This is an optimization exercise on Yosys and OpenROAD, whose aim is small area, not a production implementation.
Function was checked by simulation only, so behaviour that the tests miss may differ from the original.
Power figures rest on the tool's default switching activity, not on a simulated workload.

## config.mk

```make
export PLATFORM = sky130hd
export DESIGN_NAME = LED_top
export DESIGN_NICKNAME = LED_top
export VERILOG_FILES = /design/flow/design.v
export SDC_FILE = /design/flow/constraint.sdc
export NUM_CORES = 4
export LEC_CHECK = 0
export CAP_MARGIN = 20
export CORE_MARGIN = 2
export CORE_UTILIZATION = 40
export SLEW_MARGIN = 20
```

## constraint.sdc

```tcl
create_clock -name core_clock -period 12.0 [get_ports {clk}]
set_input_delay 2.4000 -clock core_clock [delete_from_list [all_inputs] [get_ports {clk}]]
set_output_delay 2.4000 -clock core_clock [all_outputs]
set_load 0.01 [all_outputs]
```

## design.v

```verilog
module LED_top (
    input clk,
    input rst,
    input btn1in,
    input btn2in,
    input btn3in,
    output A,
    output B,
    output C,
    output D,
    output R0,
    output G0,
    output B0,
    output R1,
    output G1,
    output B1,
    output OE,
    output LAT,
    output clk_shft
);
reg [2:0] p;
always @(posedge clk or posedge rst)
    if (rst) p <= 3'd0;
    else     p <= p + 3'd1;
assign clk_shft = p[2];
wire tick = (p == 3'd3);
reg       h;
reg [4:0] k;
reg [1:0] y;
always @(posedge clk or posedge rst)
    if (rst) begin
        h <= 1'b0;
        k <= 5'd25;
        y <= 2'd0;
    end else if (tick) begin
        if (k == (h ? 5'd23 : 5'd25)) begin
            k <= 5'd0;
            h <= ~h;
            if (!h) y <= y + 2'd1;
        end else
            k <= k + 5'd1;
    end
wire game_tick = (p == 3'd7) && !h && (k == 5'd25) && (y == 2'd2);
reg [4:0] z;
reg       go;
always @(posedge clk or posedge rst)
    if (rst) begin
        z  <= 5'd0;
        go <= 1'b0;
    end else if (game_tick) begin
        z <= z + 5'd1;
        if (z == 5'd31) go <= 1'b1;
    end
wire first  = (z == 5'd0);
wire ready  = first && (y == 2'd1) && h && (k <= 5'd6);
wire md     = !(first && (y == 2'd0));
wire anybtn = btn1in | btn2in | btn3in;
reg [1:0] d;    
always @(posedge clk or posedge rst)
    if (rst) d <= 2'd0;
    else if (tick)
        case (d)
            2'd0: d <= (md && anybtn) ? 2'd1 : 2'd0;
            2'd1: d <= 2'd2;
            default: d <= anybtn ? 2'd3 : 2'd0;
        endcase
wire shift = (d == 2'd2);
wire Shift = shift | ready;
reg [1:0] lfsr, rnd;
always @(posedge clk or posedge rst)
    if (rst) begin
        lfsr <= 2'd1;
        rnd  <= 2'd0;
    end else if (tick && Shift) begin
        lfsr <= {lfsr[0], lfsr[1] ^ h};
        rnd  <= (lfsr == 2'd2) ? 2'd3 : (lfsr == 2'd1) ? 2'd2 : 2'd1;
    end
reg [1:0] m5, c4, c3, c2, c1, c0;
reg [1:0] i4, i3, i2, i1, i0;
always @(posedge clk or posedge rst)
    if (rst) begin
        m5 <= 2'd0;
        c4 <= 2'd0; c3 <= 2'd0; c2 <= 2'd0; c1 <= 2'd0; c0 <= 2'd0;
        i4 <= 2'd0; i3 <= 2'd0; i2 <= 2'd0; i1 <= 2'd0; i0 <= 2'd0;
    end else if (tick) begin
        if (go) begin
            m5 <= 2'd0;
            i4 <= 2'd0; i3 <= 2'd0; i2 <= 2'd0; i1 <= 2'd0; i0 <= 2'd0;
        end else begin
            if (Shift) m5 <= rnd;
            i4 <= c4; i3 <= c3; i2 <= c2; i1 <= c1; i0 <= c0;
        end
        if (Shift) begin
            c4 <= m5; c3 <= c4; c2 <= c3; c1 <= c2; c0 <= c1;
        end
    end
reg [2:0] tile;
reg [3:0] cm;
reg [3:0] row;
always @(posedge clk or posedge rst)
    if (rst) begin
        tile <= 3'd6;
        cm   <= 4'd6;
        row  <= 4'd0;
    end else if (tick) begin
        if (tile == 3'd6 && cm == 4'd7) begin
            tile <= 3'd0;
            cm   <= 4'd0;
        end else if (cm == 4'd9) begin
            tile <= tile + 3'd1;
            cm   <= 4'd0;
        end else
            cm <= cm + 4'd1;
        if (tile == 3'd6 && cm == 4'd5)
            row <= row + 4'd1;
    end
assign {D, C, B, A} = row - 4'd1;
assign OE  = !(tile == 3'd6 && cm[3:1] == 3'd3);
assign LAT = (tile == 3'd6 && cm == 4'd5);
wire [159:0] down_pic =
{ 160'b0000000000_0000100000_0101000110_0111101000_0010111110_0011110000_0010111110_0111101000_0101000110_0000100000_0000000000_0000000000_0000000000_0001111110_0011111000_0110101100};
wire [159:0] up_pic =
{ 160'b0111101000_0110101100_0011111000_0001111110_0000000000_0000000000_0000100000_0001111100_0010111110_0110111000_0011001110_0110111000_0010111110_0001111100_0000100000_0000000000 };
reg [1:0] code;
always @(*)
    case (tile)
        3'd0: code = i0;
        3'd1: code = i1;
        3'd2: code = i2;
        3'd3: code = i3;
        3'd4: code = i4;
        3'd5: code = m5;
        default: code = 2'd0;
    endcase
wire [7:0] pix = row * 4'd10 + cm;
wire up_bit = ((code == 2'd1 && row < 4'd10) || (code == 2'd2 && row >= 4'd10)) && up_pic[pix];
wire dn_bit = (code == 2'd2 && row < 4'd5 && down_pic[pix]) ||
              (code == 2'd3 && row >= 4'd4 && row != 4'd15 && down_pic[pix + 8'd10]);
reg U, L;
always @(posedge clk or posedge rst)
    if (rst) begin
        U <= 1'b0;
        L <= 1'b0;
    end else if (tick) begin
        U <= up_bit;
        L <= dn_bit;
    end
wire top_band = (row >= 4'd11);
assign R0 = U & top_band;
assign G0 = U & top_band;
assign B0 = U & !top_band;
assign R1 = L;
assign G1 = L & (row < 4'd6);
assign B1 = L & (row >= 4'd6);
endmodule
```

## run.sh

```bash
#!/bin/bash
# synth_recipe.tcl (not shown) runs the flow's synth.tcl, then flattens the netlist and writes it again
# the make line also repeats each setting of config.mk as NAME=value (left out here)
make -C /OpenROAD-flow-scripts/flow DESIGN_CONFIG=/design/flow/config.mk WORK_HOME=/design/flow/orfs CLKGATE_MAP_FILE= SYNTH_SCRIPT=/design/flow/synth_recipe.tcl finish
```

==> notes.md <==
synthesized netlist by cell type (8+ instances only):
cell      count
dfstp_2       8
xnor2_1      16
nor2_1       13
clkbuf_1     15
nand3_1      10
dfrtp_1      50
inv_1        42
nand2_1      79
mux2i_1      10
nor3_1       11
o21ai_0      45
a21oi_1      14
ha_1         38
flip-flops by register name, summed over array words and instances, names as in the netlist, 3 cells and up:
name and cells:
tile 3, row 4, cm 4, k 5
z 5, p 3
cells by family (layout without fill, tap and decap cells):
family          count (synthesis)  in the layout
compound gates                116            116
flops                          58             58
mux                            14             14
buf+inv                        66             78
fa+ha+maj                      40             40
xor+xnor                       26             26
simple gates                  155            155
layout by cell type (no fill, tap or decap), types with 8 or more instances in the layout:
cell type / netlist / routed
mux2i_1: 10 / 10
clkdlybuf4s50_1: 0 / 17
nand2_1: 79 / 79
dfstp_2: 8 / 8
xnor2_1: 16 / 16
clkbuf_8: 0 / 10
inv_1: 42 / 41
nand3_1: 10 / 10
a21oi_1: 14 / 14
o21ai_0: 45 / 45
dfrtp_1: 50 / 50
nor2_1: 13 / 13
ha_1: 38 / 38
nor3_1: 11 / 11
final cells by class:
| cell class | count | area [µm²] | share of cell area |
|---|---|---|---|
| flip-flops and latches | 58 | 1460 | 0.316 |
| clock inverters | 3 | 17.5 | 0.00379 |
| repair buffers | 20 | 193 | 0.0417 |
| clock buffers | 13 | 149 | 0.0322 |
| inverters | 42 | 158 | 0.0341 |
| well taps | 136 | 170 | 0.0368 |
| multi-input cells | 351 | 2470 | 0.535 |
path summary, 6_finish.rpt:
path                                     to  slack (ns)                start  depth (start not counted)
max                                     LAT        7.35  tile[1]$_DFFE_PP1P_                          5
min                          p[0]$_DFF_PP0_        0.44       p[0]$_DFF_PP0_                          1
max reg2reg                   L$_DFFE_PP0P_        8.05    cm[1]$_DFFE_PP1P_                         12
min reg2reg                  p[0]$_DFF_PP0_        0.44       p[0]$_DFF_PP0_                          1
max in group asynchronous     h$_DFFE_PP0P_        8.91                  rst                          3
min in group asynchronous  z[0]$_DFFE_PP0P_        2.59                  rst                          3
stage by stage:
step                hold WS, ns  power, W  cell area [µm²]  utilization  cells
finish                    0.436  0.000364             4620        0.450    623
CTS                       0.434  0.000372             4620        0.450    623
floorplan                 0.401  0.000209             4200            -    475
detailed placement        0.428  0.000214             4460        0.434    607
global placement          0.417  0.000213             4460        0.434    607
global route              0.485  0.000380             4620        0.450    623
per-layer routing:
| metal | GRT usage | vias to the layer above | part of all wire |
|---|---|---|---|
| met5 | 0 | - | 0 |
| met3 | 0.0356 | 12 | 0.041 |
| met2 | 0.261 | 71 | 0.44 |
| met1 | 0.249 | 1606 | 0.51 |
| met4 | 0.0445 | 0 | 0.012 |
| li1 | - | 1684 | - |
report_power, final:
group	internal (W)	switching, W
registers	0.000199	0.00000188
logic	0.00000324	0.00000582
clock network	0.0000800	0.0000743
==> flow_metrics.tcl <==
set metrics [dict create \
    outcome "no timing/DRC/antenna violations" \
    rsz0062_at_grt "false" \
    max_stage_delay_ns 0.56 \
    synthMuxAreaShare 0.0372 \
    syn_nets 520 \
    async_flop_share 1.00 \
    finalHoldViolCount 0 \
    setup_viol_count_final 0 \
    ir_worst_vdd_mv 0.0397 \
    grt_pass1_wl_um 15800 \
    setup_tns_ns 0 \
    max_freq_mhz 215 \
    hp-class "reg2reg" \
    yosys.area_share.simple 0.179 \
    grt-ovfl-total 0 \
    vias 3373 \
    drc 0 \
    cap_violations 0 \
    core-area_um2 10300 \
    row_count 37 \
    wl_um 8980 \
    grt_pass1_vias 3273 \
    end_kind "primary output" \
    relSlewSlack 0.475 \
    synth_top_area_share 0.298 \
    htreeDepth 3 \
    grt_use_total 0.172 \
    syn_area_um2 4200 \
    synth_xor_area_frac 0.0682 \
    yosysWarningCount 1 \
    p_leak_nw 2.08 \
    nNetsFinal 527 \
    post_synth_num_cell_types 68 \
    synthAdderAreaFrac 0.123 \
    synthFlopType "dfrtp_1" \
    clock_sinks 58 \
    crit_buf_inv 1 \
    cts_resized 0 \
    ant_nets 0 \
    ys_top_cells_by_area "dfrtp_1, ha_1, nand2_1" \
    gp_congestion 0.899 \
    clk_latency_ns 0.33 \
    root_buffer "clkbuf_8" \
    synthCells 475 \
    grt_max_degree 59 \
    synth.avg_cell_area_um2 8.85 \
    worst_slack_ns 7.35 \
    fin_crit_ns 4.65 \
    synth.ff_latch_count 58 \
    p_per_area_nw_per_um2 78.7 \
    cp_max_fo 5 \
    worstPathRequired_ns 9.60 \
    crit_path_start_kind "register" \
    nFillCells 1028 \
    dieArea_um2 11300 \
    arrival_ns 2.25 \
    yosys.area.top_type "dfrtp_1" \
    drt_iter0_markers 199 \
    dp.final_hpwl_um 6380 \
    n_antenna_cell 0 \
    crit_family "simple AND/OR/NAND/NOR gates" \
    die_h_um 107 \
    cts_setup_buffers 0 \
    ctsHoldBuffers 0 \
    drive_gt1_frac 0.0965 \
    io_buffers 17 \
    clk_pin_slew_ns 0.06 \
    synthToLayoutAreaGrowth_pct 10.0 \
    start_util 0.409 \
    synth_top_family_by_area "compound AO/OA/AOI/OAI gates" \
    cts_buffers 9 \
    clk_path_buf_depth 2 \
    pin_count 18 \
    path_class "reg2out" \
    firstDrtPassIters 5 \
    fin_skew_ns 0.0103 \
    slowest_stage "dfstp_2" \
    wl_per_cell_um 14.4 \
    finalCritPeriodShare 0.387 \
    synth_compound_area_frac 0.182 \
    viasPerCell 5.41 \
    cts_tree "yes" \
    synth-edff-count 0 \
    slew_viol_final 0 \
    yosysSeqAreaShare 0.348 \
    crit_chain "ha_1 -> nand2_1 -> nor3_1 -> and2_1 -> clkdlybuf4s50_1" \
    worstMarginPinSlew_ns 0.783 \
    die_x_um 107 \
    antenna_found_initial 0 \
    place_ws_ns 7.71 \
]

## afterwards: timing with drivers on the ports
The results above use ideal ports. As a check the final layout listed here was re-extracted and re-timed, cells and wires unchanged. Step 1 sets driving cells, clkbuf_16 on the clock port and buf_2 on the other inputs (assumed; they add their load-dependent delay and slew). Step 2 times the ports against the registers' clock, not the clock port: input delays grow and output delays shrink by t, the midpoint of the rising clock arrivals with the driver on. Three values: no drivers, after step 1, after step 2; two values: the first two.
t, ns: 0.355
setup WS [ns]: 7.350 / 7.320 / 7.675
hold slack, ns: 0.436 / 0.436 / 0.436
worst data-port slew with drivers (ns): 0.03
cell pins on the clock port's net: 1
After both steps setup and hold are still met in this run. The setup slack of this run moves by -0.030 ns with the drivers and by +0.325 ns with both steps.
